Source: an optimization exercise on an open RTL-to-GDS flow (aim: small area and a short achievable clock period). Production flows keep margins and buffers that such runs may drop.
Function was checked by simulation only, so behaviour that the tests miss may differ from the original.
Power and IR drop assume default switching activity.

==> flow/design.v (outline; a module is shown in full before it is edited, if it fits) <==
// module DCIM: 1847 lines
module DCIM (
    input clk,
    input rst_n,
    input in_valid,
    input [127:0] in_data1,
    input [127:0] in_data2,
    input [127:0] in_data3,
    input [127:0] in_data4,
    output reg out_valid,
    output reg [12:0] O1,
    output reg [12:0] O2,
    output reg [12:0] O3,
    output reg [12:0] O4
);
  // ...
==> flow/flow/run.sh <==
#!/bin/bash
# Standard ORFS layout with two changes:
#  - SYNTH_ARGS=-noabc: skip the abc -fast inside Yosys's generic synth, so the
#    full adders written in the RTL reach extract_fa in their plain polarity
#    (no inverters around every full adder); the final liberty abc still runs.
#  - port buffers use buf_1.
set -euo pipefail
bash standard.sh SYNTH_ARGS=-noabc "BUFFER_PORTS_ARGS=-buffer_cell sky130_fd_sc_hd__buf_1" finish > flow_make.log 2>&1
==> flow/standard.sh <==
#!/bin/bash
# synth_recipe.tcl (not shown) runs the flow's synth.tcl, then flattens the netlist and writes it again
# the make line also repeats each setting of config.mk as NAME=value (left out here)
make -C /OpenROAD-flow-scripts/flow DESIGN_CONFIG=/design/flow/config.mk WORK_HOME=/design/flow/orfs CLKGATE_MAP_FILE= SYNTH_SCRIPT=/design/flow/synth_recipe.tcl "${@:-finish}"
==> flow/config.mk <==
export PLATFORM = sky130hd
export DESIGN_NAME = DCIM
export DESIGN_NICKNAME = DCIM
export VERILOG_FILES = /design/flow/design.v
export SDC_FILE = /design/flow/constraint.sdc
export NUM_CORES = 4
export LEC_CHECK = 0
export CAP_MARGIN = 20
export CORE_MARGIN = 2
export CORE_UTILIZATION = 60
export SETUP_SLACK_MARGIN = 0.8
export SLEW_MARGIN = 20
==> flow/constraint.sdc <==
create_clock -name core_clock -period 2.4 [get_ports {clk}]
set_input_delay 0.4800 -clock core_clock [delete_from_list [all_inputs] [get_ports {clk}]]
set_output_delay 0.4800 -clock core_clock [all_outputs]
set_load 0.01 [all_outputs]
==> results.cfg, run 1 <==
[floorplan]
die_w_um = 221
die_y_um = 221

[global_routing]
grt-busiest-layer = met2
grt_first_pass_wirelength_um = 94800

[finish]
nClkBuffers = 92
buf_share_pct = 7.14
fill_cells = 2882
seq_cell_count = 660
drive_gt1_share_pct = 18.3
clock_area_share_pct = 6.36

[timing]
finalSetupViolCount = 0
setup_slack_ns = 0.730

[place]
dp_slack_ns = 0.109
dpl.hpwl_um = 49300

[synthesis]
synth_enable_flop_cells = 96
synthesis.nets = 2737
syn_area_mm2 = 0.0282
yosysMostFrequentCell = fa_1

[worst_setup_path]
cp.required_ns = 1.92
cp_num_buf_inv = 1
cp_slowest_stage_delay_ns = 0.42
startpoint_type = flop
cp_slowest_cell = dfrtp_1

[outcome]
status = finished clean

[pwr]
vdd_drop_max_uv = 1110

[drt]
routed-wl-met2_um = 34900
wl_met1_um = 22600
viasPerCell = 4.99
routed.top_layer = met4

[worst_hold_path]
min-delay-path-class = in2async
==> inputs of run 2 (changes only) <==
--- a/flow/config.mk
+++ b/flow/config.mk
@@ -8,5 +8,7 @@
 export CAP_MARGIN = 20
 export CORE_MARGIN = 2
 export CORE_UTILIZATION = 60
-export SETUP_SLACK_MARGIN = 0.8
+export CTS_CLUSTER_DIAMETER = 80
+export CTS_CLUSTER_SIZE = 30
+export SETUP_SLACK_MARGIN = 0.76
 export SLEW_MARGIN = 20
==> results.cfg, run 2 <==
[outcome]
status = finished clean

[finish]
final_net_count = 3329
drive_gt1_share_pct = 14.8
fin_util_pct = 70.4
instances_no_fill = 2861
final_cell_mix = buf_1 (532), dfxtp_1 (492), fa_1 (282)
syn_to_final_growth_pct = 16.1
final_common_cell = buf_1

[pwr]
p_per_area_mw_per_mm2 = 1210
swShare_pct = 32.9
clock_power_share_pct = 14.3
internal_power_mw = 26.6
pwr-share-seq_pct = 50.3
p_leak_nw = 12.7
switchingPower_mw = 13.0
vdd_drop_max_uv = 1050
comb_power_share_pct = 35.3

[synthesis]
synth_cell_types = 31
syn_area_mm2 = 0.0282
synth-seq-area-share_pct = 51.6
synth_enable_flop_cells = 96
synthCells = 1642
yosys_warnings = 1
synthesis.nets = 2737
synthFlopType = dfxtp_1
synth_area_leaders = fa_1 (35%), dfxtp_1 (35%), edfxtp_1 (10%), dfrtp_1 (6.4%), ha_1 (3.7%)
async_reset_ff_share_pct = 10.9
yosysTopAreaCell = fa_1
ys_ff_latch = 660
synthTopCellsByCount = fa_1 (496), dfxtp_1 (492), and2_1 (121), edfxtp_1 (96), ha_1 (84)
netlist.area_leader.share_pct = 35.2
yosysMostFrequentCell = fa_1
syn_area_per_cell_um2 = 17.2

[place]
portBuffers = 567
place_inst = 2803
gp_congestion = 0.973
dpl.hpwl_um = 49300

[timing]
drv_slew = 0
rsz0062_at_grt = yes
fin_setup_tns_ns = 0
hold_violations = 0
fmax_mhz = 603
fin_crit_sh_pct = 69.1
maxSlewHeadroom_pct = 39.6
finalSetupViolCount = 0
skew_ns = 0.0221
fin_hold_ws_ns = 0.0118
worstMarginPinSlew_ns = 0.906
fin_crit_ns = 1.66

[worst_setup_path]
cp_slowest_stage_delay_ns = 0.42
path_delay_family = adder cells
endpoint_kind = flop
arrival_ns = 2.20
startpoint_type = flop
cp_slowest_cell = fa_1
ff2ff_path_depth = 5
cp_num_buf_inv = 0
crit_path_cell_trace = ha_1 > fa_1 > a21o_1 > a21oi_2 > xnor2_1
critPathKind = reg2reg
cp.required_ns = 2.94
path_depth = 5
critPathMaxFanout = 3

[drt]
viasPerCell = 4.95
wirelength_um = 58200
drtIter0Drc = 670
vias = 14100
ant_nets = 0
drc = 0
routedWlPerCell_um = 20.4
drt_pre_antenna_iters = 4

[worst_hold_path]
min-delay-path-class = in2async

[floorplan]
die_w_um = 221
num_io_pins = 568
die_y_um = 221
dieArea_mm2 = 0.0487
num_rows = 79
core_area_mm2 = 0.0465
start_util_pct = 60.6

[clocking]
cts_inserted_buffers = 28
clock_latency_ns = 0.61
clk_pin_slew_worst_paths_ns = 0.11
cts_tree = yes
htree_levels = 1
cts-root-buf = clkbuf_16
cts.sinks = 660
clockBufferDepth = 3

[global_routing]
antenna_found_initial = 2
grt_use_total_pct = 24.8
grt_max_degree = 64
grt.overflow.total = 0
grt_pass1_vias = 16400
grt_first_pass_wirelength_um = 89400

[run]
drv_cap = 0
[run 2: cell counts after synthesis]
Identical to the previous run, type by type.
[run 2: logic make-up after synthesis]
kind of cell | Yosys count | share of synthesized area (%)
AO/OA/AOI/OAI | 79 | 1.75
adder cells (fa/ha/maj) | 580 | 39.0
AND/OR/NAND/NOR | 189 | 4.02
buffers and inverters | 35 | 0.471
XOR/XNOR | 79 | 2.46
multiplexers | 20 | 0.728
flip-flops | 660 | 51.6
[run 2: worst paths after layout]
kind                       slack, ns                end         startpoint
max                             0.74      P1[6]$_DFF_P_   as1[2]$_DFFE_PP_
min                             0.01    O3[7]$_DFF_PN0_              rst_n
max reg2reg                     0.74      P1[6]$_DFF_P_   as1[2]$_DFFE_PP_
max in group asynchronous       1.66  keep4$_DFFE_PN0P_              rst_n
min in group core_clock         0.20   p1_r0[0]$_DFF_P_      in_data1[124]
min reg2reg                     0.33  p4_r1[21]$_DFF_P_  p4_r0[44]$_DFF_P_
[run 2: through the flow]
step           power [mW]  worst slack, ns  cell area [µm²]
2_1_floorplan        28.7            0.444            28700
5_1_grt              43.2            0.671            32700
4_1_cts              40.1            0.721            32500
3_5_place_dp         34.2            0.109            31600
3_3_place_gp         33.1            0.138            31600
6_report             39.6            0.742            32700
[run 2: layout make-up]
cell class / count / area (µm²)
repair buffers: 581 / 2370
clock inverters: 14 / 139
clock buffers: 33 / 729
well taps: 607 / 759
diodes: 3 / 7.51
multi-input cells: 947 / 14100
fillers: 3084 / 13700
flip-flops and latches: 660 / 14500
inverters: 16 / 60.1
[run 2: power by group through the flow]
stage | clock network (mW) | logic [mW] | registers [mW]
global placement | 0 | 13.1 | 20.0
CTS | 5.81 | 14.3 | 20.0
global route | 6.22 | 16.4 | 20.5
finish | 5.68 | 14.0 | 19.9
floorplan | 0 | 9.35 | 19.4
detailed placement | 0 | 13.9 | 20.3
[run 2: repair_timing]
item                                    CTS  global route
setup buffers                             3             4
pin swaps                                 0             1
cloned                                    0             0
endpoints found under the hold margin     1             0
gates resized for setup                  19            59
endpoints found under the setup margin   27            53
hold buffers                              1             0
[run 2: per-layer routing]
layer / wire length [µm] / track usage [%] / up-vias
met1: 22100 / 30.2 / 7270
met3: 2670 / 3.75 / 57
met2: 32500 / 46.7 / 360
met4: 959 / 5.00 / 0
li1: - / - / 6461
met5: 0 / 0 / -
==> inputs of run 3 (changes only) <==
--- a/flow/config.mk
+++ b/flow/config.mk
@@ -7,8 +7,8 @@
 export LEC_CHECK = 0
 export CAP_MARGIN = 20
 export CORE_MARGIN = 2
-export CORE_UTILIZATION = 60
+export CORE_UTILIZATION = 66
 export CTS_CLUSTER_DIAMETER = 80
 export CTS_CLUSTER_SIZE = 30
-export SETUP_SLACK_MARGIN = 0.76
+export SETUP_SLACK_MARGIN = 0.8
 export SLEW_MARGIN = 20
==> results.cfg, run 3 <==
[worst_setup_path]
crit_path_cell_trace = buf_6
r2r_slack_ns = 0.78
cp_slowest_cell = dfrtp_1
arrival_ns = 1.19
startpoint_type = flop
critPathMaxFanout = 1
endpoint_kind = primary output
critPathKind = reg2out
path_delay_family = flip-flops
cp.required_ns = 1.92
cp_slowest_stage_delay_ns = 0.45
cp_num_buf_inv = 1

[drt]
viasPerCell = 5.30
wirelength_um = 65900
vias = 14800
drtIter0Drc = 867
ant_nets = 0
drt_pre_antenna_iters = 6
routedWlPerCell_um = 23.6
drc = 0

[place]
portBuffers = 567
gp_congestion = 0.972
place_inst = 2735
dp_slack_ns = -0.0249
dpl.hpwl_um = 53800

[clocking]
cts-root-buf = clkbuf_16
clock_latency_ns = 0.59
clk_pin_slew_worst_paths_ns = 0.11
cts_inserted_buffers = 27
clockBufferDepth = 3
cts.sinks = 660
cts_tree = yes
htree_levels = 1

[floorplan]
die_y_um = 211
core_area_mm2 = 0.0420
num_rows = 75
dieArea_mm2 = 0.0444
die_w_um = 211
num_io_pins = 568
start_util_pct = 67.0

[timing]
skew_ns = 0.0140
finalSetupViolCount = 0
drv_slew = 0
rsz0062_at_grt = yes
maxSlewHeadroom_pct = 67.4
worstMarginPinSlew_ns = 0.489
fin_crit_sh_pct = 69.6
fmax_mhz = 599
fin_crit_ns = 1.67
hold_violations = 0
setup_slack_ns = 0.730

[pwr]
vdd_drop_max_uv = 686
p_per_area_mw_per_mm2 = 1250
p_leak_nw = 12.7

[synthesis]
synth_enable_flop_cells = 96
synthCells = 1642
synthTopCellsByCount = fa_1 (496), dfxtp_1 (492), and2_1 (121), edfxtp_1 (96), ha_1 (84)
synthesis.nets = 2737
synth_area_leaders = fa_1 (35%), dfxtp_1 (35%), edfxtp_1 (10%), dfrtp_1 (6.4%), ha_1 (3.7%)
async_reset_ff_share_pct = 10.9
yosysTopAreaCell = fa_1
synthFlopType = dfxtp_1
synth-seq-area-share_pct = 51.6
syn_area_mm2 = 0.0282
synth_cell_types = 31
netlist.area_leader.share_pct = 35.2
yosysMostFrequentCell = fa_1
yosys_warnings = 1
ys_ff_latch = 660
syn_area_per_cell_um2 = 17.2

[finish]
fill_cells = 2254
final_net_count = 3333
instances_no_fill = 2797
final_cell_mix = buf_1 (514), dfxtp_1 (492), fa_1 (277)
fin_util_pct = 77.9
syn_to_final_growth_pct = 16.3
final_common_cell = buf_1
multiInputGateArea_mm2 = 0.0142
drive_gt1_share_pct = 16.2
seq_area_mm2 = 0.0145

[global_routing]
grt_use_total_pct = 30.1
antenna_found_initial = 6
grt_pass1_vias = 17600
grt.overflow.total = 0
grt_first_pass_wirelength_um = 98100
grt_max_degree = 46

[run]
drv_cap = 0

[worst_hold_path]
min-delay-path-class = in2reg

[outcome]
status = finished clean
run 3: cell counts after synthesis:
Identical to the previous run, type by type.
run 3: repair_timing:
item	in CTS	in global routing
pin swaps	4	11
gates resized for setup	55	56
buffers inserted	6	5
hold buffers	2	0
endpoints found under the hold margin	31	0
endpoints found under the setup margin	70	57
run 3: power by group:
group	internal [mW]	switching (mW)	leakage (nW)
Combinational	7.51	7.62	6.27
Sequential	17.1	3.11	6.05
Clock	2.20	3.30	0.392
run 3: cell families after synthesis:
kind of cell	share of synthesized area, %
and+or+nand+nor	4.02
AOI/OAI and AO/OA	1.75
xor gates and xnor gates	2.46
buffers and inverters	0.471
DFF	51.6
muxes	0.728
adders and majority gates	39.0
run 3: area by class of cell:
cell class / count / area share [%]
diodes: 4 / 0.0306
clock buffers: 37 / 2.21
clock inverters: 8 / 0.256
inverters: 16 / 0.183
multi-input cells: 947 / 43.4
flip-flops and latches: 660 / 44.4
well taps: 539 / 2.06
repair buffers: 586 / 7.50
run 3: path summary, 6_finish.rpt:
check | start | to | cells after the start
max in group asynchronous | rst_n | keep4$_DFFE_PN0P_ | 3
worst min register to register | p2_r1[0]$_DFF_P_ | p2_r2[0]$_DFF_P_ | 0
min in group asynchronous | rst_n | O3[2]$_DFF_PN0_ | 2
worst min-delay path | in_data1[124] | p1_r0[0]$_DFF_P_ | 2
worst max register to register | as3[3]$_DFFE_PP_ | P3[6]$_DFF_P_ | 5
worst max-delay path | O3[10]$_DFF_PN0_ | O3[10] | 1
run 3: metrics by stage:
stage	hold WS, ns	instance area (µm²)	power (mW)	setup TNS [ns]
floorplan	0.184	28700	28.7	0
global placement	0.311	31500	33.1	-0.0460
detailed placement	0.312	31500	34.7	-0.0249
CTS	0.202	32500	40.7	0
global route	0.206	32800	44.0	0
finish	0.230	32800	40.9	0
run 3: worst register-to-register path: stages, from the launching register on:
cell and delay [ns]:
edfxtp_1 0.50, buf_4 0.19, fa_2 0.40, a21o_1 0.18, a21oi_2 0.14, xnor2_1 0.13
run 3: layer usage:
layer / part of all wire [%] / wire length, µm / vias to the layer above / GRT usage, %
li1: - / - / 6460 / -
met3: 4.0 / 2660 / 101 / 3.01
met5: 0 / 0 / - / 0
met1: 38 / 24800 / 7768 / 37.7
met2: 56 / 36900 / 482 / 56.8
met4: 2.4 / 1600 / 0 / 6.92
==> inputs of run 4 (changes only) <==
--- a/flow/config.mk
+++ b/flow/config.mk
@@ -7,8 +7,9 @@
 export LEC_CHECK = 0
 export CAP_MARGIN = 20
 export CORE_MARGIN = 2
-export CORE_UTILIZATION = 66
+export CORE_UTILIZATION = 60
 export CTS_CLUSTER_DIAMETER = 80
 export CTS_CLUSTER_SIZE = 30
 export SETUP_SLACK_MARGIN = 0.8
 export SLEW_MARGIN = 20
+export TNS_END_PERCENT = 10
==> results.cfg, run 4 <==
[worst_setup_path]
arrival_ns = 2.21
crit_path_cell_trace = ha_1 > fa_1 > a21o_1 > a21oi_1 > xnor2_1
worstReg2RegStart = as4[2]$_DFFE_PP_
cp.required_ns = 2.91
cp_slowest_stage_delay_ns = 0.42
r2r_end = P4[6]$_DFF_P_
startpoint_type = flop
endpoint_kind = flop
cp_slowest_cell = edfxtp_1
critPathMaxFanout = 3
critPathKind = reg2reg
ff2ff_path_depth = 5
r2r_slack_ns = 0.71

[floorplan]
start_util_pct = 60.6
num_rows = 79
die_y_um = 221
core_area_mm2 = 0.0465
dieArea_mm2 = 0.0487
die_w_um = 221
num_io_pins = 568

[clocking]
clock_latency_ns = 0.58
cts-root-buf = clkbuf_16
cts.sinks = 660
cts_tree = yes
htree_levels = 1
clockBufferDepth = 3
clk_pin_slew_worst_paths_ns = 0.11
cts_inserted_buffers = 27

[finish]
final_common_cell = buf_1
instances_no_fill = 2865
fin_util_pct = 69.5
final_cell_mix = buf_1 (565), dfxtp_1 (492), fa_1 (406)
multiInputGateArea_mm2 = 0.0138
final_net_count = 3328
seq_area_mm2 = 0.0145
syn_to_final_growth_pct = 14.7
fill_cells = 3122
stdcell_area_mm2 = 0.0323
drive_gt1_share_pct = 7.20

[global_routing]
grt_pass1_vias = 16200
grt_use_total_pct = 24.9
grt_first_pass_wirelength_um = 89100
antenna_found_initial = 8
grt.overflow.total = 0
grt_max_degree = 41

[pwr]
p_leak_nw = 12.6
swShare_pct = 32.8
comb_power_share_pct = 34.8
pwr-share-seq_pct = 51.0
clock_power_share_pct = 14.2
switchingPower_mw = 12.8
p_per_area_mw_per_mm2 = 1210
vdd_drop_max_uv = 1260
internal_power_mw = 26.3

[timing]
drv_slew = 0
skew_ns = 0.0130
fin_hold_ws_ns = 0.218
fmax_mhz = 591
worstMarginPinSlew_ns = 0.554
fin_setup_tns_ns = 0
maxSlewHeadroom_pct = 63.1
hold_violations = 0
finalSetupViolCount = 0
fin_crit_ns = 1.69
rsz0062_at_grt = yes
fin_crit_sh_pct = 70.5

[synthesis]
synthTopCellsByCount = fa_1 (496), dfxtp_1 (492), and2_1 (121), edfxtp_1 (96), ha_1 (84)
yosys_warnings = 1
async_reset_ff_share_pct = 10.9
syn_area_per_cell_um2 = 17.2
synth-seq-area-share_pct = 51.6
synthesis.nets = 2737
synthCells = 1642
yosysTopAreaCell = fa_1
synth_area_leaders = fa_1 (35%), dfxtp_1 (35%), edfxtp_1 (10%), dfrtp_1 (6.4%), ha_1 (3.7%)
yosysMostFrequentCell = fa_1
synth_enable_flop_cells = 96
synthFlopType = dfxtp_1
ys_ff_latch = 660
syn_area_mm2 = 0.0282
synth_cell_types = 31
netlist.area_leader.share_pct = 35.2

[place]
place_inst = 2805
portBuffers = 567
dpl.hpwl_um = 50300
dpl_cell_area_mm2 = 0.0313
gp_congestion = 1.01

[worst_hold_path]
hold_start = in_data1[124]
hold_depth = 2
hold-path-endpoint = p1_r0[0]$_DFF_P_
min-delay-path-class = in2reg

[run]
drv_cap = 0

[drt]
wirelength_um = 58200
drt_pre_antenna_iters = 4
viasPerCell = 4.92
ant_nets = 0
vias = 14100
drtIter0Drc = 638
drc = 0
routedWlPerCell_um = 20.3

[outcome]
status = finished clean
[run 4: cell types whose count changed in the layout (fill, tap and decap cells not counted), moves of 6 or more]
cell      delta
buf_1       +51
buf_6       -12
fa_1       +129
clkbuf_2    -27
buf_2       -12
fa_2       -129
buf_4        -6
[run 4: final cells by class]
cell class,count,area share [%]
multi-input cells,947,42.7
flip-flops and latches,660,45.0
repair buffers,581,7.10
clock inverters,6,0.279
well taps,607,2.35
inverters,16,0.186
clock buffers,39,2.26
diodes,9,0.0697
[run 4: logic make-up (layout without fill, tap and decap cells)]
family	count (synthesis)	after routing	synth area share (%)
AO/OA/AOI/OAI	79	79	1.75
XOR/XNOR	79	79	2.46
adder cells (fa/ha/maj)	580	580	39.0
buffers and inverters	35	642	0.471
flip-flops	660	660	51.6
multiplexers	20	20	0.728
other	0	9	0
AND/OR/NAND/NOR	189	189	4.02
[run 4: timing repair]
item                                    4_1_cts  5_1_grt
pin swaps                                     0        2
hold buffers                                  2        0
endpoints found under the setup margin       62      103
buffers inserted                              2        2
endpoints found under the hold margin        37        0
resized for setup                             7       12
[run 4: worst max path at each step]
| stage | startpoint | endpoint | slack (ns) | cells after the start |
|---|---|---|---|---|
| after floorplan | in_data1[39] | p1_r0[39]$_DFF_P_ | 0.43 | 3 |
| after global placement | in_data4[7] | p4_r0[38]$_DFF_P_ | 0.05 | 4 |
| after detailed placement | in_data4[7] | p4_r0[38]$_DFF_P_ | 0.003 | 4 |
| after CTS | as2[3]$_DFFE_PP_ | P2[8]$_DFF_P_ | 0.72 | 5 |
| after global routing | as3[3]$_DFFE_PP_ | P3[8]$_DFF_P_ | 0.65 | 5 |
| final | as4[2]$_DFFE_PP_ | P4[6]$_DFF_P_ | 0.71 | 5 |
[run 4: per-layer routing]
| layer | track usage [%] | up-vias | wire length (µm) |
|---|---|---|---|
| met5 | 0 | - | 0 |
| li1 | - | 6460 | - |
| met3 | 4.38 | 89 | 2800 |
| met1 | 30.5 | 7179 | 22300 |
| met4 | 8.16 | 0 | 1940 |
| met2 | 44.9 | 370 | 31200 |
[run 4: worst max-delay path, delay by kind of cell (launching register included)]
family | cells | cell delay (ns)
AOI/OAI and AO/OA | 2 | 0.37
adders and majority gates | 2 | 0.68
DFF | 1 | 0.42
xor gates and xnor gates | 1 | 0.15
[run 4: power by group through the flow]
| stage | clock network [mW] | registers (mW) | logic [mW] |
|---|---|---|---|
| after global placement | 0 | 20.1 | 13.0 |
| after global routing | 6.08 | 20.6 | 16.0 |
| after CTS | 5.70 | 20.1 | 14.0 |
| after floorplan | 0 | 19.4 | 9.26 |
| after detailed placement | 0 | 20.3 | 13.7 |
| final | 5.54 | 19.9 | 13.6 |
[run 4: per-stage QoR]
step	total power, mW	setup slack (ns)
3_3_place_gp	33.0	0.0455
5_1_grt	42.7	0.653
4_1_cts	39.8	0.716
2_1_floorplan	28.6	0.430
3_5_place_dp	34.0	0.00270
6_report	39.1	0.708
==> inputs of run 5 (changes only) <==
--- a/flow/config.mk
+++ b/flow/config.mk
@@ -7,9 +7,8 @@
 export LEC_CHECK = 0
 export CAP_MARGIN = 20
 export CORE_MARGIN = 2
-export CORE_UTILIZATION = 60
+export CORE_UTILIZATION = 55
 export CTS_CLUSTER_DIAMETER = 80
 export CTS_CLUSTER_SIZE = 30
 export SETUP_SLACK_MARGIN = 0.8
 export SLEW_MARGIN = 20
-export TNS_END_PERCENT = 10
==> results.cfg, run 5 <==
[synthesis]
synth_enable_flop_cells = 96
synthTopCellsByCount = fa_1 (496), dfxtp_1 (492), and2_1 (121), edfxtp_1 (96), ha_1 (84)
synthesis.nets = 2737
yosysMostFrequentCell = fa_1
syn_area_mm2 = 0.0282
ys_ff_latch = 660
synth-seq-area-share_pct = 51.6
netlist.area_leader.share_pct = 35.2
yosysTopAreaCell = fa_1
synthFlopType = dfxtp_1
synthCells = 1642
async_reset_ff_share_pct = 10.9
syn_area_per_cell_um2 = 17.2
synth_area_leaders = fa_1 (35%), dfxtp_1 (35%), edfxtp_1 (10%), dfrtp_1 (6.4%), ha_1 (3.7%)
yosys_warnings = 1
synth_cell_types = 31

[timing]
fin_setup_tns_ns = 0
maxSlewHeadroom_pct = 58.3
rsz0062_at_grt = yes
fmax_mhz = 605
finalSetupViolCount = 0
hold_violations = 0
fin_crit_ns = 1.65
fin_crit_sh_pct = 68.9
skew_ns = 0.0325
drv_slew = 0
worstMarginPinSlew_ns = 0.625

[place]
gp_congestion = 0.863
portBuffers = 567
dpl.hpwl_um = 39100
place_inst = 2867

[global_routing]
use_met3_pct = 2.06
use_met1_pct = 23.1
grt_use_total_pct = 18.0
antenna_found_initial = 0
grt_first_pass_wirelength_um = 76100
grt_util_met2_pct = 32.8
grt_max_degree = 57
grt_pass1_vias = 15700
grt-busiest-layer = met2
grt.overflow.total = 0

[finish]
final_cell_mix = buf_1 (516), dfxtp_1 (492), fa_1 (280)
final_net_count = 3338
final_common_cell = buf_1
instances_no_fill = 2937
fill_cells = 3682
insertedDiodeCount = 0
drive_gt1_share_pct = 16.2
syn_to_final_growth_pct = 17.6

[floorplan]
num_rows = 82
start_util_pct = 55.9
dieArea_mm2 = 0.0530
die_y_um = 230
num_io_pins = 568
die_w_um = 230
core_area_mm2 = 0.0504

[drt]
wirelength_um = 46500
drtIter0Drc = 509
drt_pre_antenna_iters = 6
routedWlPerCell_um = 15.8
vias = 13700
ant_nets = 0
viasPerCell = 4.68
drc = 0

[clocking]
clock_latency_ns = 0.61
htree_levels = 1
cts.sinks = 660
cts_inserted_buffers = 30
cts_tree = yes
cts-root-buf = clkbuf_16
clockBufferDepth = 3
clk_pin_slew_worst_paths_ns = 0.10

[pwr]
comb_power_share_pct = 34.0
pwr-share-seq_pct = 50.1
swShare_pct = 32.1
p_per_area_mw_per_mm2 = 1190
internal_power_mw = 26.8
switchingPower_mw = 12.7
p_leak_nw = 12.8
clock_power_share_pct = 15.9
vdd_drop_max_uv = 617

[worst_setup_path]
cp.required_ns = 1.92
endpoint_kind = primary output
cp_slowest_cell = dfrtp_1
cp_num_buf_inv = 1
startpoint_type = flop
crit_path_cell_trace = buf_6
cp_slowest_stage_delay_ns = 0.43
arrival_ns = 1.17
critPathKind = reg2out
critPathMaxFanout = 1
path_delay_family = flip-flops

[outcome]
status = finished clean

[worst_hold_path]
min-delay-path-class = in2reg

[run]
drv_cap = 0
## run 5: cell types whose count changed in the layout (fill, tap and decap cells not counted), moves of 9 or more
cell      previous run  this run
buf_1              565       516
fa_1               406       280
buf_4                8        17
clkbuf_2             0        35
diode_2              9         0
fa_2                90       216
buf_6                0        15
## run 5: cell type report
class | count | area, µm² | area share [%]
clock buffers | 38 | 845 | 2.55
clock inverters | 16 | 205 | 0.619
inverters | 16 | 60.1 | 0.181
multi-input cells | 947 | 14200 | 42.8
flip-flops and latches | 660 | 14500 | 43.9
well taps | 672 | 841 | 2.54
repair buffers | 588 | 2480 | 7.47
## run 5: cells by family (layout without fill, tap and decap cells)
group                    Yosys count  in the layout  synth area share [%]
AND/OR/NAND/NOR                  189            189                  4.02
flip-flops                       660            660                  51.6
buffers and inverters             35            658                 0.471
XOR/XNOR                          79             79                  2.46
AO/OA/AOI/OAI                     79             79                  1.75
adder cells (fa/ha/maj)          580            580                  39.0
multiplexers                      20             20                 0.728
## run 5: path summary, 6_finish.rpt
kind / from / end / slack, ns / cells past startpoint
max: O1[4]$_DFF_PN0_ / O1[4] / 0.75 / 1
min: in_data3[124] / p3_r0[0]$_DFF_P_ / 0.20 / 2
max reg2reg: ac1[3]$_DFFE_PP_ / as1[4]$_DFFE_PP_ / 0.81 / 4
min reg2reg: p2_r2[14]$_DFF_P_ / p2_r3[10]$_DFF_P_ / 0.32 / 0
max in group asynchronous: rst_n / O2[3]$_DFF_PN0_ / 1.26 / 3
min in group asynchronous: rst_n / O3[2]$_DFF_PN0_ / 0.45 / 2
## run 5: power groups by stage
stage | clock network, mW | registers [mW] | logic [mW]
floorplan | 0 | 19.4 | 9.35
global placement | 0 | 20.0 | 13.0
detailed placement | 0 | 20.2 | 13.4
CTS | 6.49 | 19.9 | 13.7
global route | 6.87 | 20.4 | 16.0
finish | 6.27 | 19.8 | 13.4
## run 5: timing repair
item	4_1_cts	5_1_grt
gates resized for setup	61	50
gates cloned	0	0
pin swaps	2	9
endpoints found under the setup margin	68	60
hold buffers	2	0
hold endpoints to repair	41	0
buffers inserted	7	7
## run 5: per-layer routing
layer	part of all wire (%)	wire length, µm	vias to the layer above
li1	-	-	6470
met1	41	19000	6935
met2	54	24900	259
met3	3.0	1370	74
met4	2.5	1160	0
met5	0	0	-
## run 5: stage by stage
step	utilization (%)	area, µm²	hold WS [ns]	power [mW]	setup WS, ns
2_1_floorplan	-	28700	0.184	28.7	0.444
3_3_place_gp	62.9	31700	0.310	33.0	0.275
3_5_place_dp	62.9	31700	0.312	33.6	0.261
6_report	65.8	33100	0.197	39.5	0.746
4_1_cts	65.4	32900	0.160	40.1	0.716
5_1_grt	65.8	33100	0.189	43.3	0.715
==> inputs of run 6 (changes only) <==
--- a/flow/config.mk
+++ b/flow/config.mk
@@ -5,9 +5,10 @@
 export SDC_FILE = /design/flow/constraint.sdc
 export NUM_CORES = 4
 export LEC_CHECK = 0
+export ABC_AREA = 1
 export CAP_MARGIN = 20
 export CORE_MARGIN = 2
-export CORE_UTILIZATION = 55
+export CORE_UTILIZATION = 60
 export CTS_CLUSTER_DIAMETER = 80
 export CTS_CLUSTER_SIZE = 30
 export SETUP_SLACK_MARGIN = 0.8
==> results.cfg, run 6 <==
[floorplan]
dieArea_mm2 = 0.0494
start_util_pct = 61.1
die_w_um = 222
num_io_pins = 568
die_y_um = 222
num_rows = 79
core_area_mm2 = 0.0468

[worst_setup_path]
cp_slowest_cell = dfrtp_1
crit_path_cell_trace = buf_2
path_delay_family = flip-flops
critPathMaxFanout = 1
cp_num_buf_inv = 1
cp.required_ns = 1.92
startpoint_type = flop
arrival_ns = 1.18
endpoint_kind = primary output
cp_slowest_stage_delay_ns = 0.43
critPathKind = reg2out

[global_routing]
antenna_found_initial = 0
grt_pass1_vias = 16900
grt.overflow.total = 0
grt_first_pass_wirelength_um = 78600
grt_use_total_pct = 19.7
grt_max_degree = 73

[synthesis]
syn_area_per_cell_um2 = 14.9
yosysMostFrequentCell = fa_1
synthFlopType = dfxtp_1
synth_area_leaders = fa_1 (35%), dfxtp_1 (34%), edfxtp_1 (10%), dfrtp_1 (6.3%), ha_1 (3.7%)
async_reset_ff_share_pct = 10.9
ys_ff_latch = 660
synth_enable_flop_cells = 96
synthesis.nets = 3012
synth_cell_types = 22
netlist.area_leader.share_pct = 34.7
yosys_warnings = 1
synth-seq-area-share_pct = 50.9
synthCells = 1917
syn_area_mm2 = 0.0286
yosysTopAreaCell = fa_1
synthTopCellsByCount = fa_1 (496), dfxtp_1 (492), nand2_1 (249), inv_1 (174), edfxtp_1 (96)

[finish]
insertedDiodeCount = 0
seq_area_mm2 = 0.0145
fill_cells = 3266
final_cell_mix = buf_1 (517), dfxtp_1 (492), fa_1 (284)
final_net_count = 3608
multiInputGateArea_mm2 = 0.0138
final_common_cell = buf_1
drive_gt1_share_pct = 13.0
syn_to_final_growth_pct = 16.0

[place]
dp_slack_ns = 0.244
portBuffers = 567
dpl.hpwl_um = 38400
gp_congestion = 0.880

[pwr]
p_per_area_mw_per_mm2 = 1130
vdd_drop_max_uv = 689
p_leak_nw = 14.0
total_power_mw = 37.5

[drt]
routed.top_layer = met4
drt_pre_antenna_iters = 7
wl_met1_um = 19000
drc = 0
ant_nets = 0
wl_met3_um = 1680
routedWlPerCell_um = 14.6
drtIter0Drc = 569
viasPerCell = 4.69
routed-wl-met2_um = 23900
wirelength_um = 45700
vias = 14700

[clocking]
htree_levels = 1
cts-root-buf = clkbuf_16
clockBufferDepth = 3
cts_tree = yes
clk_pin_slew_worst_paths_ns = 0.11
cts_inserted_buffers = 29
clock_latency_ns = 0.60
cts.sinks = 660

[timing]
maxSlewHeadroom_pct = 49.8
hold_violations = 0
rsz0062_at_grt = yes
fmax_mhz = 602
fin_crit_sh_pct = 69.2
fin_setup_tns_ns = 0
setup_slack_ns = 0.738
drv_slew = 0
worstMarginPinSlew_ns = 0.754
skew_ns = 0.0177
fin_crit_ns = 1.66
finalSetupViolCount = 0

[run]
drv_cap = 0

[outcome]
status = finished clean

[worst_hold_path]
min-delay-path-class = in2reg
==> run 6: changes by cell type after synthesis, moves of 17 or more <==
| cell | change |
|---|---|
| nand2_1 | +239 |
| inv_1 | +158 |
| and2_1 | -121 |
| nor2_1 | +51 |
| xnor2_1 | -30 |
| nand3_1 | +28 |
| a21o_1 | -19 |
| clkbuf_1 | -18 |
| nor2b_1 | -17 |
==> run 6: final cells by class <==
type / instances / share of cell area (%)
Inverter: 175 / 1.98
Tap cell: 607 / 2.29
Clock buffer: 41 / 2.39
Multi-Input combinational cell: 1067 / 41.7
Clock inverter: 11 / 0.456
Sequential cell: 660 / 43.9
Timing Repair Buffer: 580 / 7.28
==> run 6: repair_timing <==
item,4_1_cts,5_1_grt
hold buffers,2,0
setup buffers,1,0
gates resized for setup,41,37
hold endpoints to repair,73,0
setup endpoints to repair,67,63
cloned,0,0
==> run 6: path summary, 6_finish.rpt <==
kind / start / to / slack, ns / depth (start not counted)
min reg2reg: p2_r2[0]$_DFF_P_ / p2_r3[0]$_DFF_P_ / 0.32 / 0
min in group asynchronous: rst_n / O3[0]$_DFF_PN0_ / 0.44 / 3
max: O1[7]$_DFF_PN0_ / O1[7] / 0.74 / 1
min: in_data1[124] / p1_r0[0]$_DFF_P_ / 0.20 / 2
max in group asynchronous: rst_n / l6$_DFF_PN0_ / 1.62 / 3
max reg2reg: keep3$_DFFE_PN0P_ / as3[6]$_DFFE_PP_ / 0.88 / 3
==> run 6: through the flow <==
stage	instance area (µm²)	hold WS [ns]	util, %	instances
after floorplan	29100	0.184	-	1917
after global placement	32000	0.310	68.5	3086
after detailed placement	32000	0.312	68.5	3086
after CTS	33100	0.168	70.8	3141
after global routing	33200	0.190	70.9	3141
final	33200	0.197	70.9	3141
==> run 6: worst register-to-register path, delay by kind of cell, from the launching register on <==
| kind | cells | cell delay [ns] |
|---|---|---|
| fa+ha+maj | 1 | 0.42 |
| simple gates | 1 | 0.11 |
| buf+inv | 1 | 0.09 |
| flops | 1 | 0.65 |
==> run 6: per-layer routing <==
metal	vias up	track usage, %
li1	7102	-
met1	7254	25.6
met2	281	35.3
met3	79	2.62
met4	0	5.06
met5	-	0
==> run 6: power by group <==
group,leakage (nW),internal [mW],total [mW],switching (mW)
logic,7.51,5.81,12.2,6.42
registers,6.06,16.8,19.4,2.55
clock network,0.458,2.46,5.92,3.46
==> run 6: cell families after synthesis <==
| kind of cell | Yosys count | synth area share, % |
|---|---|---|
| XOR/XNOR | 60 | 1.84 |
| AND/OR/NAND/NOR | 367 | 5.27 |
| flip-flops | 660 | 50.9 |
| buffers and inverters | 190 | 2.56 |
| AO/OA/AOI/OAI | 60 | 1.06 |
| adder cells (fa/ha/maj) | 580 | 38.4 |
==> inputs of run 7 (changes only) <==
--- a/flow/config.mk
+++ b/flow/config.mk
@@ -5,7 +5,6 @@
 export SDC_FILE = /design/flow/constraint.sdc
 export NUM_CORES = 4
 export LEC_CHECK = 0
-export ABC_AREA = 1
 export CAP_MARGIN = 20
 export CORE_MARGIN = 2
 export CORE_UTILIZATION = 60
==> results.cfg, run 7 <==
[timing]
fmax_mhz = 608
fin_crit_sh_pct = 68.5
fin_crit_ns = 1.64
drv_slew = 0
setup_slack_ns = 0.755
hold_violations = 0
maxSlewHeadroom_pct = 39.6
finalSetupViolCount = 0
rsz0062_at_grt = yes
skew_ns = 0.0216
worstMarginPinSlew_ns = 0.906
fin_setup_tns_ns = 0

[synthesis]
synth-seq-area-share_pct = 51.6
ys_ff_latch = 660
syn_area_per_cell_um2 = 17.2
syn_area_mm2 = 0.0282
yosysTopAreaCell = fa_1
yosysMostFrequentCell = fa_1
netlist.area_leader.share_pct = 35.2
yosys_warnings = 1
synthCells = 1642
synth_enable_flop_cells = 96
synthFlopType = dfxtp_1
async_reset_ff_share_pct = 10.9
synthesis.nets = 2737
synth_area_leaders = fa_1 (35%), dfxtp_1 (35%), edfxtp_1 (10%), dfrtp_1 (6.4%), ha_1 (3.7%)
synthTopCellsByCount = fa_1 (496), dfxtp_1 (492), and2_1 (121), edfxtp_1 (96), ha_1 (84)
synth_cell_types = 31

[place]
portBuffers = 567
gp_congestion = 0.973
dpl_cell_area_mm2 = 0.0316
dp_slack_ns = 0.109
dpl.hpwl_um = 49300

[floorplan]
die_w_um = 221
core_area_mm2 = 0.0465
num_rows = 79
die_y_um = 221
start_util_pct = 60.6
dieArea_mm2 = 0.0487
num_io_pins = 568

[clocking]
cts-root-buf = clkbuf_16
clk_pin_slew_worst_paths_ns = 0.11
clock_latency_ns = 0.61
cts.sinks = 660
cts_inserted_buffers = 28
clockBufferDepth = 3
htree_levels = 1
cts_tree = yes

[drt]
viasPerCell = 4.94
ant_nets = 0
drt_pre_antenna_iters = 4
vias = 14200
wirelength_um = 58500
drc = 0
routedWlPerCell_um = 20.4
drtIter0Drc = 635

[worst_setup_path]
cp.required_ns = 1.92
crit_path_cell_trace = buf_6
cp_num_buf_inv = 1
startpoint_type = flop
critPathKind = reg2out
cp_slowest_stage_delay_ns = 0.44
path_delay_family = flip-flops
endpoint_kind = primary output
critPathMaxFanout = 1
arrival_ns = 1.16
cp_slowest_cell = dfrtp_1

[finish]
drive_gt1_share_pct = 16.2
final_net_count = 3333
final_common_cell = buf_1
syn_to_final_growth_pct = 16.5
final_cell_mix = buf_1 (510), dfxtp_1 (492), fa_1 (280)
stdcell_area_mm2 = 0.0328

[run]
drv_cap = 0

[global_routing]
grt_use_total_pct = 24.8
grt_first_pass_wirelength_um = 89600
grt_pass1_vias = 16400
grt_max_degree = 64
grt.overflow.total = 0
antenna_found_initial = 2

[worst_hold_path]
min-delay-path-class = in2async

[pwr]
vdd_drop_max_uv = 823
p_per_area_mw_per_mm2 = 1210
p_leak_nw = 12.8

[outcome]
status = finished clean
run 7: cell count changes after synthesis, sizes merged, moves of 14 or more:
cell    before  now
nor2b        0   17
nand2      249   10
and2         0  124
clkbuf       0   18
inv        174   16
o21ai       27    7
xnor2       21   51
nor2        63    8
mux2i        0   16
nand3       48   16
buf         15    1
a21o         0   19
run 7: through the flow:
step	utilization (%)	hold WS (ns)	power [mW]	cells
after floorplan	-	0.184	28.7	1642
after global placement	68.0	0.311	33.1	2803
after detailed placement	68.0	0.312	34.2	2803
after CTS	70.2	0.0166	40.2	2857
after global routing	70.7	0.0602	43.3	2864
final	70.7	0.0126	39.8	2865
run 7: area by class of cell:
class / instances / area [µm²]
antenna: 3 / 7.51
clock buffer: 33 / 729
clock inverter: 14 / 139
fill: 3063 / 13600
inverter: 16 / 60.1
multi-input combinational: 947 / 14100
sequential: 660 / 14500
tap: 607 / 759
timing repair buffer: 585 / 2450
run 7: kinds of logic (layout without fill, tap and decap cells):
family,Yosys count,count (layout),share of synthesized area (%)
DFF,660,660,51.6
adders and majority gates,580,580,39.0
and+or+nand+nor,189,189,4.02
AOI/OAI and AO/OA,79,79,1.75
xor gates and xnor gates,79,79,2.46
buffers and inverters,35,648,0.471
muxes,20,20,0.728
other,0,3,0
run 7: layer usage:
metal / wire (µm) / up-vias / track usage, % / share of wire [%]
met4: 1020 / 0 / 5.16 / 1.7
met2: 32500 / 357 / 46.8 / 56
li1: - / 6465 / - / -
met5: 0 / - / 0 / 0
met3: 2610 / 62 / 3.75 / 4.5
met1: 22400 / 7270 / 30.3 / 38
run 7: final timing paths:
kind,from,endpoint,slack [ns],depth (start not counted)
setup / recovery,O4[3]$_DFF_PN0_,O4[3],0.76,1
hold / removal,rst_n,O3[8]$_DFF_PN0_,0.01,1
setup reg to reg,as3[3]$_DFFE_PP_,P3[6]$_DFF_P_,0.80,5
hold reg to reg,p4_r0[44]$_DFF_P_,p4_r1[21]$_DFF_P_,0.33,0
max in group asynchronous,rst_n,keep4$_DFFE_PN0P_,1.66,2
min in group core_clock,in_data1[124],p1_r0[0]$_DFF_P_,0.20,2
run 7: repair_timing:
| item | in CTS | in global routing |
|---|---|---|
| buffers inserted | 6 | 5 |
| pin swaps | 0 | 7 |
| gates resized for setup | 42 | 67 |
| hold endpoints to repair | 1 | 0 |
| gates cloned | 0 | 0 |
| setup endpoints to repair | 77 | 65 |
| hold buffers | 1 | 0 |
run 7: power by group:
part	leakage (nW)	switching (mW)	internal, mW
clock network	0.435	3.35	2.33
registers	6.05	2.84	17.1
logic	6.27	6.89	7.23
total	12.8	13.1	26.7
==> inputs of run 8 (changes only) <==
--- a/flow/config.mk
+++ b/flow/config.mk
@@ -10,5 +10,5 @@
 export CORE_UTILIZATION = 60
 export CTS_CLUSTER_DIAMETER = 80
 export CTS_CLUSTER_SIZE = 30
-export SETUP_SLACK_MARGIN = 0.8
+export SETUP_SLACK_MARGIN = 0.85
 export SLEW_MARGIN = 20
==> results.cfg, run 8 <==
[timing]
fin_setup_tns_ns = 0
finalSetupViolCount = 0
fin_crit_sh_pct = 68.6
hold_violations = 0
fmax_mhz = 608
worstMarginPinSlew_ns = 0.425
fin_crit_ns = 1.65
rsz0062_at_grt = yes
maxSlewHeadroom_pct = 71.6
setup_slack_ns = 0.754
drv_slew = 0
skew_ns = 0.0145

[synthesis]
synth-seq-area-share_pct = 51.6
synthCells = 1642
netlist.area_leader.share_pct = 35.2
yosysMostFrequentCell = fa_1
synth_area_leaders = fa_1 (35%), dfxtp_1 (35%), edfxtp_1 (10%), dfrtp_1 (6.4%), ha_1 (3.7%)
yosys_warnings = 1
syn_area_per_cell_um2 = 17.2
async_reset_ff_share_pct = 10.9
synth_cell_types = 31
ys_ff_latch = 660
syn_area_mm2 = 0.0282
synth_enable_flop_cells = 96
yosysTopAreaCell = fa_1
synthTopCellsByCount = fa_1 (496), dfxtp_1 (492), and2_1 (121), edfxtp_1 (96), ha_1 (84)
synthesis.nets = 2737
synthFlopType = dfxtp_1

[finish]
final_cell_mix = buf_1 (497), dfxtp_1 (492), fa_1 (273)
fill_cells = 3048
final_net_count = 3346
drive_gt1_share_pct = 17.8
stdcell_area_mm2 = 0.0331
multiInputGateArea_mm2 = 0.0143
final_common_cell = buf_1
syn_to_final_growth_pct = 17.5
seq_area_mm2 = 0.0145

[global_routing]
antenna_found_initial = 19
grt_first_pass_wirelength_um = 92500
grt.overflow.total = 0
grt_max_degree = 73
grt_use_total_pct = 26.2
grt_pass1_vias = 16800

[floorplan]
num_io_pins = 568
start_util_pct = 60.6
die_y_um = 221
die_w_um = 221
dieArea_mm2 = 0.0487
num_rows = 79
core_area_mm2 = 0.0465

[clocking]
cts.sinks = 660
clk_pin_slew_worst_paths_ns = 0.10
cts_inserted_buffers = 27
clockBufferDepth = 3
htree_levels = 1
cts-root-buf = clkbuf_16
cts_tree = yes
clock_latency_ns = 0.59

[worst_setup_path]
endpoint_kind = primary output
cp_num_buf_inv = 1
crit_path_cell_trace = buf_6
path_depth = 1
critPathMaxFanout = 1
ff2ff_path_depth = 5
startpoint_type = flop
cp_slowest_stage_delay_ns = 0.44
cp_slowest_cell = dfrtp_1
arrival_ns = 1.17
r2r_slack_ns = 0.81
cp.required_ns = 1.92
critPathKind = reg2out
path_delay_family = flip-flops

[place]
dp_slack_ns = 0.126
dpl_cell_area_mm2 = 0.0316
portBuffers = 567
gp_congestion = 1.05
dpl.hpwl_um = 52400

[drt]
vias = 14500
wl_met1_um = 23600
drc = 0
routed.top_layer = met5
routedWlPerCell_um = 21.5
wirelength_um = 62100
ant_nets = 0
drt_pre_antenna_iters = 4
drtIter0Drc = 670
wl_met3_um = 3130
routed-wl-met2_um = 33300
viasPerCell = 5.00

[run]
drv_cap = 0

[pwr]
p_leak_nw = 12.8
vdd_drop_max_uv = 859
p_per_area_mw_per_mm2 = 1220

[outcome]
status = finished clean

[worst_hold_path]
hold_depth = 2
min-delay-path-class = in2reg
==> run 8: cell types whose count changed in the layout (fill, tap and decap cells not counted), moves of 7 or more <==
cell      previous run  this run
diode_2              3        18
buf_1              510       497
buf_4               16        26
clkbuf_2            38        46
ha_4                 2        10
fa_1               280       273
fa_2               216       223
==> run 8: worst paths after layout <==
check,from,end
worst max-delay path,O4[5]$_DFF_PN0_,O4[5]
worst min-delay path,in_data2[124],p2_r0[0]$_DFF_P_
worst max register to register,ac2[3]$_DFFE_PP_,P2[6]$_DFF_P_
worst min register to register,p2_r1[0]$_DFF_P_,p2_r2[0]$_DFF_P_
max in group asynchronous,rst_n,keep4$_DFFE_PN0P_
min in group asynchronous,rst_n,O4[4]$_DFF_PN0_
==> run 8: power breakdown <==
part	total, mW	leakage [nW]	internal (mW)	switching [mW]
Combinational	14.7	6.40	7.51	7.15
Clock	5.54	0.398	2.24	3.30
Sequential	20.0	6.05	17.1	2.92
Total	40.2	12.8	26.9	13.4
==> run 8: cell type report <==
type                    instances  area share, %
diodes                         18          0.136
clock buffers                  38           2.23
clock inverters                 7          0.231
inverters                      16          0.181
multi-input cells             947           43.1
flip-flops and latches        660           43.9
well taps                     607           2.29
repair buffers                599           7.87
==> run 8: what timing repair did <==
item                                   CTS  global route
setup endpoints to repair              126            73
buffers inserted                         9            10
resized for setup                       57            90
pin swaps                               12            28
hold buffers                             2             0
endpoints found under the hold margin   73             0
==> run 8: metrics by stage <==
step | total power [mW] | hold WS [ns] | utilization [%] | std cells
2_1_floorplan | 28.7 | 0.184 | - | 1642
3_3_place_gp | 33.4 | 0.310 | 68.1 | 2808
3_5_place_dp | 34.4 | 0.312 | 68.1 | 2808
4_1_cts | 40.4 | 0.174 | 70.4 | 2864
5_1_grt | 43.6 | 0.172 | 71.3 | 2891
6_report | 40.2 | 0.202 | 71.3 | 2892
==> run 8: layer usage <==
layer	up-vias	GRT usage [%]
li1	6515	-
met1	7442	31.6
met2	423	47.6
met3	89	4.81
met4	2	8.67
met5	-	1.72
==> run 8: logic make-up after synthesis <==
kind of cell               count (synthesis)  synth area share, %
and+or+nand+nor                          189                 4.02
DFF                                      660                 51.6
adders and majority gates                580                 39.0
buffers and inverters                     35                0.471
AOI/OAI and AO/OA                         79                 1.75
muxes                                     20                0.728
xor gates and xnor gates                  79                 2.46
==> inputs of run 9 (changes only) <==
--- a/flow/config.mk
+++ b/flow/config.mk
@@ -10,5 +10,6 @@
 export CORE_UTILIZATION = 60
 export CTS_CLUSTER_DIAMETER = 80
 export CTS_CLUSTER_SIZE = 30
-export SETUP_SLACK_MARGIN = 0.85
+export GPL_TIMING_DRIVEN = 0
+export SETUP_SLACK_MARGIN = 0.8
 export SLEW_MARGIN = 20
==> results.cfg, run 9 <==
[floorplan]
die_y_um = 221
die_w_um = 221
dieArea_mm2 = 0.0487
core_area_mm2 = 0.0465
start_util_pct = 60.6
num_rows = 79
num_io_pins = 568

[synthesis]
synthTopCellsByCount = fa_1 (496), dfxtp_1 (492), and2_1 (121), edfxtp_1 (96), ha_1 (84)
syn_area_mm2 = 0.0282
syn_area_per_cell_um2 = 17.2
synthFlopType = dfxtp_1
synthesis.nets = 2737
synth_area_leaders = fa_1 (35%), dfxtp_1 (35%), edfxtp_1 (10%), dfrtp_1 (6.4%), ha_1 (3.7%)
synthCells = 1642
synth_cell_types = 31
synth_enable_flop_cells = 96
synth-seq-area-share_pct = 51.6
yosysMostFrequentCell = fa_1
async_reset_ff_share_pct = 10.9
netlist.area_leader.share_pct = 35.2
yosys_warnings = 1
ys_ff_latch = 660
yosysTopAreaCell = fa_1

[clocking]
htree_levels = 1
cts-root-buf = clkbuf_16
cts_inserted_buffers = 29
cts.sinks = 660
clockBufferDepth = 3
cts_tree = yes
clk_pin_slew_worst_paths_ns = 0.11
clock_latency_ns = 0.61

[worst_setup_path]
cp_slowest_stage_delay_ns = 0.40
endpoint_kind = primary output
critPathKind = reg2out
crit_path_cell_trace = clkbuf_2
arrival_ns = 1.15
critPathMaxFanout = 1
startpoint_type = flop
cp_num_buf_inv = 1
cp_slowest_cell = dfrtp_1
r2r_slack_ns = 0.81
path_delay_family = flip-flops
cp.required_ns = 1.92

[timing]
drv_slew = 0
setup_slack_ns = 0.771
fin_crit_sh_pct = 67.9
skew_ns = 0.0239
finalSetupViolCount = 0
rsz0062_at_grt = yes
worstMarginPinSlew_ns = 0.658
maxSlewHeadroom_pct = 56.1
fin_crit_ns = 1.63
hold_violations = 0
fmax_mhz = 614
fin_setup_tns_ns = 0
fin_hold_ws_ns = 0.191

[place]
dpl_cell_area_mm2 = 0.0317
dp_slack_ns = 0.0792
place_inst = 2819
gp_congestion = 0.954
dpl.hpwl_um = 49500
portBuffers = 567

[drt]
routed-wl-met2_um = 32100
drt_pre_antenna_iters = 4
routedWlPerCell_um = 20.1
wl_met3_um = 2830
viasPerCell = 4.95
drtIter0Drc = 516
ant_nets = 0
drc = 0
routed.top_layer = met4
wl_met1_um = 21800
vias = 14300
wirelength_um = 57900

[global_routing]
grt_use_total_pct = 24.8
grt.overflow.total = 0
grt_first_pass_wirelength_um = 89500
antenna_found_initial = 1
grt_pass1_vias = 16800
grt_max_degree = 49

[pwr]
p_leak_nw = 12.8
p_per_area_mw_per_mm2 = 1210
total_power_mw = 40.0
vdd_drop_max_uv = 926

[outcome]
status = finished clean

[finish]
drive_gt1_share_pct = 16.2
fin_util_pct = 70.9
seq_area_mm2 = 0.0145
syn_to_final_growth_pct = 16.9
instances_no_fill = 2880
stdcell_area_mm2 = 0.0329
final_net_count = 3350
multiInputGateArea_mm2 = 0.0141
final_cell_mix = buf_1 (508), dfxtp_1 (492), fa_1 (279)
fill_cells = 3030
final_common_cell = buf_1

[worst_hold_path]
min-delay-path-class = in2reg

[run]
drv_cap = 0
## run 9: cell counts after synthesis
No cell type changed its count.
## run 9: power breakdown
group,switching [mW],total [mW],internal (mW)
sequential,2.69,19.8,17.1
clock,3.44,5.81,2.38
combinational,7.15,14.4,7.22
## run 9: worst paths after layout
kind / startpoint / to / depth (start not counted)
max in group asynchronous: rst_n / O1[0]$_DFF_PN0_ / 4
min: in_data4[124] / p4_r0[0]$_DFF_P_ / 2
min reg2reg: p2_r2[0]$_DFF_P_ / p2_r3[0]$_DFF_P_ / 0
min in group asynchronous: rst_n / O4[4]$_DFF_PN0_ / 2
max reg2reg: as2[2]$_DFFE_PP_ / P2[6]$_DFF_P_ / 5
max: O3[6]$_DFF_PN0_ / O3[6] / 1
## run 9: layout make-up
class / count / area share, %
Multi-Input combinational cell: 947 / 42.9
Inverter: 16 / 0.182
Antenna cell: 1 / 0.00760
Clock buffer: 37 / 2.29
Buffer: 19 / 0.300
Tap cell: 607 / 2.31
Clock inverter: 11 / 0.475
Sequential cell: 660 / 44.1
Timing Repair Buffer: 582 / 7.35
## run 9: worst register-to-register path, delay by kind of cell, from the launching register on
family          cells  cell delay (ns)
compound gates      2             0.36
flops               1             0.43
fa+ha+maj           2             0.60
xor+xnor            1             0.13
## run 9: layer usage
| layer | up-vias | global-route usage, % |
|---|---|---|
| met5 | - | 0 |
| met4 | 0 | 5.93 |
| met3 | 65 | 4.45 |
| met2 | 367 | 46.4 |
| met1 | 7337 | 29.6 |
| li1 | 6492 | - |
## run 9: logic make-up (layout without fill, tap and decap cells)
logic type / after synthesis / after routing / share of synthesized area (%)
multiplexers: 20 / 20 / 0.728
AND/OR/NAND/NOR: 189 / 189 / 4.02
flip-flops: 660 / 660 / 51.6
XOR/XNOR: 79 / 79 / 2.46
other: 0 / 1 / 0
buffers and inverters: 35 / 665 / 0.471
AO/OA/AOI/OAI: 79 / 79 / 1.75
adder cells (fa/ha/maj): 580 / 580 / 39.0
## run 9: what timing repair did
item / 4_1_cts / 5_1_grt
setup endpoints to repair: 94 / 71
pin swaps: 2 / 3
buffers inserted: 6 / 4
hold buffers: 2 / 0
hold endpoints to repair: 12 / 0
gates resized for setup: 31 / 73
==> inputs of run 10 (changes only) <==
--- a/flow/config.mk
+++ b/flow/config.mk
@@ -11,5 +11,6 @@
 export CTS_CLUSTER_DIAMETER = 80
 export CTS_CLUSTER_SIZE = 30
 export GPL_TIMING_DRIVEN = 0
+export PLACE_DENSITY = 0.7
 export SETUP_SLACK_MARGIN = 0.8
 export SLEW_MARGIN = 20
==> results.cfg, run 10 <==
[synthesis]
synth_area_leaders = fa_1 (35%), dfxtp_1 (35%), edfxtp_1 (10%), dfrtp_1 (6.4%), ha_1 (3.7%)
synth-seq-area-share_pct = 51.6
synth_cell_types = 31
yosys_warnings = 1
async_reset_ff_share_pct = 10.9
yosysTopAreaCell = fa_1
synthFlopType = dfxtp_1
synthesis.nets = 2737
syn_area_mm2 = 0.0282
ys_ff_latch = 660
yosysMostFrequentCell = fa_1
synth_enable_flop_cells = 96
synthTopCellsByCount = fa_1 (496), dfxtp_1 (492), and2_1 (121), edfxtp_1 (96), ha_1 (84)
netlist.area_leader.share_pct = 35.2
syn_area_per_cell_um2 = 17.2
synthCells = 1642

[global_routing]
grt_use_total_pct = 20.4
antenna_found_initial = 2
grt_max_degree = 52
grt_first_pass_wirelength_um = 76600
grt_pass1_vias = 15500
grt.overflow.total = 0

[worst_setup_path]
cp_num_buf_inv = 1
cp_slowest_cell = dfrtp_1
r2r_end = P3[6]$_DFF_P_
startpoint = O2[7]$_DFF_PN0_
critPathKind = reg2out
r2r_slack_ns = 0.84
path_depth = 1
endpoint = O2[7]
arrival_ns = 1.19
critPathMaxFanout = 1
endpoint_kind = primary output
crit_path_cell_trace = buf_2
startpoint_type = flop
worstReg2RegStart = as3[2]$_DFFE_PP_
cp.required_ns = 1.92
path_delay_family = flip-flops
ff2ff_path_depth = 5
cp_slowest_stage_delay_ns = 0.43

[worst_hold_path]
min-delay-path-class = in2reg
hold_depth = 2

[timing]
rsz0062_at_grt = yes
finalSetupViolCount = 0
fin_setup_tns_ns = 0
skew_ns = 0.0204
fmax_mhz = 599
maxSlewHeadroom_pct = 57.5
drv_slew = 0
fin_crit_sh_pct = 69.5
hold_violations = 0
fin_crit_ns = 1.67
fin_hold_ws_ns = 0.211
worstMarginPinSlew_ns = 0.638

[finish]
fill_cells = 3179
multiInputGateArea_mm2 = 0.0142
final_net_count = 3354
final_common_cell = buf_1
seq_area_mm2 = 0.0145
stdcell_area_mm2 = 0.0331
instances_no_fill = 2887
final_cell_mix = buf_1 (515), dfxtp_1 (492), fa_1 (280)
syn_to_final_growth_pct = 17.3
drive_gt1_share_pct = 16.1

[drt]
wirelength_um = 48600
drc = 0
routedWlPerCell_um = 16.8
drtIter0Drc = 539
vias = 13900
viasPerCell = 4.81
ant_nets = 0
drt_pre_antenna_iters = 4

[clocking]
cts-root-buf = clkbuf_16
clk_pin_slew_worst_paths_ns = 0.11
cts_inserted_buffers = 29
cts.sinks = 660
cts_tree = yes
htree_levels = 1
clock_latency_ns = 0.61
clockBufferDepth = 3

[floorplan]
core_area_mm2 = 0.0465
num_rows = 79
die_y_um = 221
die_w_um = 221
num_io_pins = 568
start_util_pct = 60.6
dieArea_mm2 = 0.0487

[pwr]
p_per_area_mw_per_mm2 = 1190
total_power_mw = 39.3
vdd_drop_max_uv = 941
p_leak_nw = 12.9

[place]
dpl.hpwl_um = 41100
portBuffers = 567
place_inst = 2819
dpl_cell_area_mm2 = 0.0317
gp_congestion = 0.866

[outcome]
status = finished clean

[run]
drv_cap = 0
==> run 10: area by class of cell <==
| type | instances | area share [%] |
|---|---|---|
| Sequential cell | 660 | 44.0 |
| Multi-Input combinational cell | 947 | 42.8 |
| Timing Repair Buffer | 586 | 7.53 |
| Clock buffer | 38 | 2.39 |
| Tap cell | 607 | 2.30 |
| Clock inverter | 12 | 0.458 |
| Buffer | 19 | 0.299 |
| Inverter | 16 | 0.182 |
| Antenna cell | 2 | 0.0151 |
==> run 10: how the worst min path moves through the flow <==
| stage | start | endpoint | slack [ns] |
|---|---|---|---|
| 2_1_floorplan | rst_n | O1[0]$_DFF_PN0_ | 0.18 |
| 3_3_place_gp | p3_r2[2]$_DFF_P_ | p3_r3[2]$_DFF_P_ | 0.31 |
| 6_report | in_data2[124] | p2_r0[0]$_DFF_P_ | 0.21 |
| 4_1_cts | in_data2[124] | p2_r0[0]$_DFF_P_ | 0.17 |
| 5_1_grt | in_data2[124] | p2_r0[0]$_DFF_P_ | 0.20 |
| 3_5_place_dp | p3_r1[0]$_DFF_P_ | p3_r2[0]$_DFF_P_ | 0.31 |
==> run 10: where the power goes <==
part | switching [mW] | leakage, nW | internal (mW)
registers | 2.54 | 6.05 | 17.1
clock network | 3.42 | 0.454 | 2.47
logic | 6.72 | 6.34 | 7.02
total | 12.7 | 12.9 | 26.6
==> run 10: cells by family (layout without fill, tap and decap cells) <==
| kind of cell | count (synthesis) | after routing | share of synthesized area [%] |
|---|---|---|---|
| muxes | 20 | 20 | 0.728 |
| and+or+nand+nor | 189 | 189 | 4.02 |
| AOI/OAI and AO/OA | 79 | 79 | 1.75 |
| adders and majority gates | 580 | 580 | 39.0 |
| buffers and inverters | 35 | 671 | 0.471 |
| other | 0 | 2 | 0 |
| DFF | 660 | 660 | 51.6 |
| xor gates and xnor gates | 79 | 79 | 2.46 |
==> run 10: worst reg2reg max path: cells and delay by family (launching register included) <==
family / cells / cell delay [ns]
AOI/OAI and AO/OA: 2 / 0.34
xor gates and xnor gates: 1 / 0.13
adders and majority gates: 2 / 0.60
DFF: 1 / 0.43
==> run 10: repair_timing <==
action / in CTS / in global routing
setup buffers: 6 / 8
setup endpoints to repair: 77 / 67
pin swaps: 3 / 12
resized for setup: 35 / 73
gates cloned: 0 / 0
endpoints found under the hold margin: 25 / 0
hold buffers: 2 / 0
==> run 10: per-layer routing <==
layer | global-route usage (%) | vias up | routed length [µm]
li1 | - | 6507 | -
met1 | 26.9 | 7025 | 19600
met2 | 36.2 | 295 | 26200
met3 | 2.54 | 58 | 1670
met4 | 5.42 | 0 | 1070
met5 | 0 | - | 0
==> run 10: metrics by stage <==
| stage | util, % | setup slack (ns) |
|---|---|---|
| floorplan | - | 0.444 |
| global placement | 68.1 | -2.39 |
| detailed placement | 68.2 | 0.210 |
| CTS | 70.6 | 0.710 |
| global route | 71.1 | 0.695 |
| finish | 71.1 | 0.731 |
==> inputs of run 11 (changes only) <==
--- a/flow/config.mk
+++ b/flow/config.mk
@@ -11,6 +11,6 @@
 export CTS_CLUSTER_DIAMETER = 80
 export CTS_CLUSTER_SIZE = 30
 export GPL_TIMING_DRIVEN = 0
-export PLACE_DENSITY = 0.7
+export PLACE_DENSITY = 0.8
 export SETUP_SLACK_MARGIN = 0.8
 export SLEW_MARGIN = 20
==> results.cfg, run 11 <==
[timing]
fmax_mhz = 602
drv_slew = 0
hold_violations = 0
maxSlewHeadroom_pct = 63.4
worstMarginPinSlew_ns = 0.549
rsz0062_at_grt = yes
skew_ns = 0.0197
fin_crit_ns = 1.66
setup_slack_ns = 0.739
fin_crit_sh_pct = 69.2
fin_setup_tns_ns = 0
finalSetupViolCount = 0

[finish]
fin_util_pct = 71.2
final_cell_mix = buf_1 (515), dfxtp_1 (492), fa_1 (281)
fill_cells = 3026
drive_gt1_share_pct = 16.0
final_common_cell = buf_1
stdcell_area_mm2 = 0.0331
final_net_count = 3354
syn_to_final_growth_pct = 17.4

[place]
dpl_cell_area_mm2 = 0.0317
portBuffers = 567
dpl.hpwl_um = 45000
gp_congestion = 0.882
dp_slack_ns = 0.202

[drt]
wirelength_um = 53200
routedWlPerCell_um = 18.4
drt_pre_antenna_iters = 4
drtIter0Drc = 525
vias = 14300
viasPerCell = 4.94
drc = 0
ant_nets = 0

[synthesis]
synthCells = 1642
synth_cell_types = 31
netlist.area_leader.share_pct = 35.2
yosys_warnings = 1
synthFlopType = dfxtp_1
ys_ff_latch = 660
synthTopCellsByCount = fa_1 (496), dfxtp_1 (492), and2_1 (121), edfxtp_1 (96), ha_1 (84)
yosysTopAreaCell = fa_1
synthesis.nets = 2737
synth_enable_flop_cells = 96
synth_area_leaders = fa_1 (35%), dfxtp_1 (35%), edfxtp_1 (10%), dfrtp_1 (6.4%), ha_1 (3.7%)
syn_area_mm2 = 0.0282
syn_area_per_cell_um2 = 17.2
yosysMostFrequentCell = fa_1
synth-seq-area-share_pct = 51.6
async_reset_ff_share_pct = 10.9

[worst_setup_path]
endpoint_kind = primary output
cp_num_buf_inv = 1
ff2ff_path_depth = 5
endpoint = O2[6]
cp_slowest_stage_delay_ns = 0.44
startpoint_type = flop
arrival_ns = 1.18
cp.required_ns = 1.92
crit_path_cell_trace = clkbuf_2
r2r_slack_ns = 0.82
startpoint = O2[6]$_DFF_PN0_
critPathKind = reg2out
path_delay_family = flip-flops
path_depth = 1
cp_slowest_cell = dfrtp_1
critPathMaxFanout = 1
r2r_end = P2[6]$_DFF_P_
worstReg2RegStart = as2[2]$_DFFE_PP_

[pwr]
p_leak_nw = 12.9
p_per_area_mw_per_mm2 = 1210
total_power_mw = 40.0
vdd_drop_max_uv = 971

[clocking]
clock_latency_ns = 0.59
cts_inserted_buffers = 29
cts.sinks = 660
htree_levels = 1
cts-root-buf = clkbuf_16
clk_pin_slew_worst_paths_ns = 0.10
cts_tree = yes
clockBufferDepth = 3

[global_routing]
grt_use_total_pct = 22.7
grt_first_pass_wirelength_um = 83900
grt_max_degree = 49
antenna_found_initial = 4
grt_pass1_vias = 16600
grt.overflow.total = 0

[floorplan]
core_area_mm2 = 0.0465
num_rows = 79
die_w_um = 221
start_util_pct = 60.6
die_y_um = 221
num_io_pins = 568
dieArea_mm2 = 0.0487

[outcome]
status = finished clean

[run]
drv_cap = 0

[worst_hold_path]
hold_depth = 2
min-delay-path-class = in2reg
-- run 11: cell count changes in the layout (fill, tap and decap cells not counted), sizes merged --
cell,previous run,this run
buf,547,555
bufinv,0,1
clkbuf,94,85
clkinv,3,2
clkinvlp,1,0
diode,2,4
-- run 11: layer usage --
metal,vias to the layer above,wire (µm),global-route usage (%)
met5,-,0,0
met4,0,1360,6.20
met3,83,2230,3.60
met2,347,29200,41.8
met1,7328,20400,27.8
li1,6507,-,-
-- run 11: area by class of cell --
type                       count  area (µm²)  share of cell area, %
inverter                      16        60.1                  0.182
multi-input combinational    947       14100                   42.7
clock inverter                11         158                  0.477
timing repair buffer         586        2520                   7.61
buffer                        19        98.8                  0.299
clock buffer                  37         798                   2.41
tap                          607         759                   2.30
sequential                   660       14500                   44.0
antenna                        4        10.0                 0.0303
-- run 11: cell families (layout without fill, tap and decap cells) --
logic type,count (synthesis),after routing,synth area share (%)
compound gates,79,79,1.75
xor+xnor,79,79,2.46
fa+ha+maj,580,580,39.0
buf+inv,35,669,0.471
flops,660,660,51.6
mux,20,20,0.728
other cells,0,4,0
simple gates,189,189,4.02
-- run 11: worst min path at each step --
stage | startpoint | endpoint
2_1_floorplan | rst_n | O1[0]$_DFF_PN0_
3_3_place_gp | p3_r2[4]$_DFF_P_ | p3_r3[4]$_DFF_P_
3_5_place_dp | p2_r0[44]$_DFF_P_ | p2_r1[21]$_DFF_P_
4_1_cts | in_data4[124] | p4_r0[0]$_DFF_P_
5_1_grt | in_data4[124] | p4_r0[0]$_DFF_P_
6_report | in_data4[124] | p4_r0[0]$_DFF_P_
-- run 11: report_power, final --
group          leakage (nW)  internal (mW)  switching (mW)
logic                  6.34           7.20            7.08
clock network         0.465           2.59            3.40
registers              6.05           17.1            2.58
-- run 11: stage by stage --
stage | hold slack (ns) | cells
after floorplan | 0.184 | 1642
after global placement | 0.310 | 2816
after detailed placement | 0.312 | 2819
after CTS | 0.194 | 2874
after global routing | 0.211 | 2887
final | 0.222 | 2887
-- run 11: repair_timing --
| item | 4_1_cts | 5_1_grt |
|---|---|---|
| hold buffers | 2 | 0 |
| endpoints found under the setup margin | 80 | 70 |
| buffers inserted | 5 | 9 |
| gates resized for setup | 67 | 52 |
| pin swaps | 2 | 6 |
| endpoints found under the hold margin | 18 | 0 |

separate check: timing with driven ports:
No port has a modelled driver above. Below, the same layouts with a new extraction and two added sets of constraints. Step 1 assumes that a clkbuf_16 drives the clock port and a buf_2 every other input. Step 2 times the ports against the registers' clock, not the clock port: input delays grow and output delays shrink by t, the midpoint of the rising clock arrivals with the driver on. Slacks: ideal / step 1 / step 2; pairs: ideal / step 1.
run	t (ns)	setup WS [ns]	hold WS [ns]	worst slew at a driven data input, ns	cell pins on the clock port's net
run 1	0.670	0.730 / 0.667 / 0.142	0.021 / -0.015 / 0.326	0.10	1
run 2	0.661	0.742 / 0.692 / 0.132	0.012 / -0.026 / 0.331	0.09	1
run 3	0.640	0.730 / 0.664 / 0.107	0.230 / 0.192 / 0.333	0.16	1
run 4	0.639	0.708 / 0.708 / 0.135	0.218 / 0.189 / 0.331	0.16	1
run 5	0.655	0.746 / 0.685 / 0.265	0.197 / 0.166 / 0.323	0.06	1
run 6	0.649	0.738 / 0.680 / 0.246	0.197 / 0.189 / 0.322	0.05	1
run 7	0.661	0.755 / 0.690 / 0.178	0.013 / -0.026 / 0.331	0.09	1
run 8	0.653	0.754 / 0.686 / 0.187	0.202 / 0.159 / 0.334	0.17	1
run 9	0.663	0.771 / 0.706 / 0.157	0.191 / 0.173 / 0.328	0.12	1
run 10	0.653	0.731 / 0.672 / 0.167	0.211 / 0.181 / 0.332	0.10	1
run 11	0.641	0.739 / 0.679 / 0.188	0.222 / 0.186 / 0.328	0.10	1
After both steps every run listed still meets setup and hold. For run 3, which loses most, drivers alone change the setup slack by -0.066 ns; drivers and shift together by -0.623 ns.
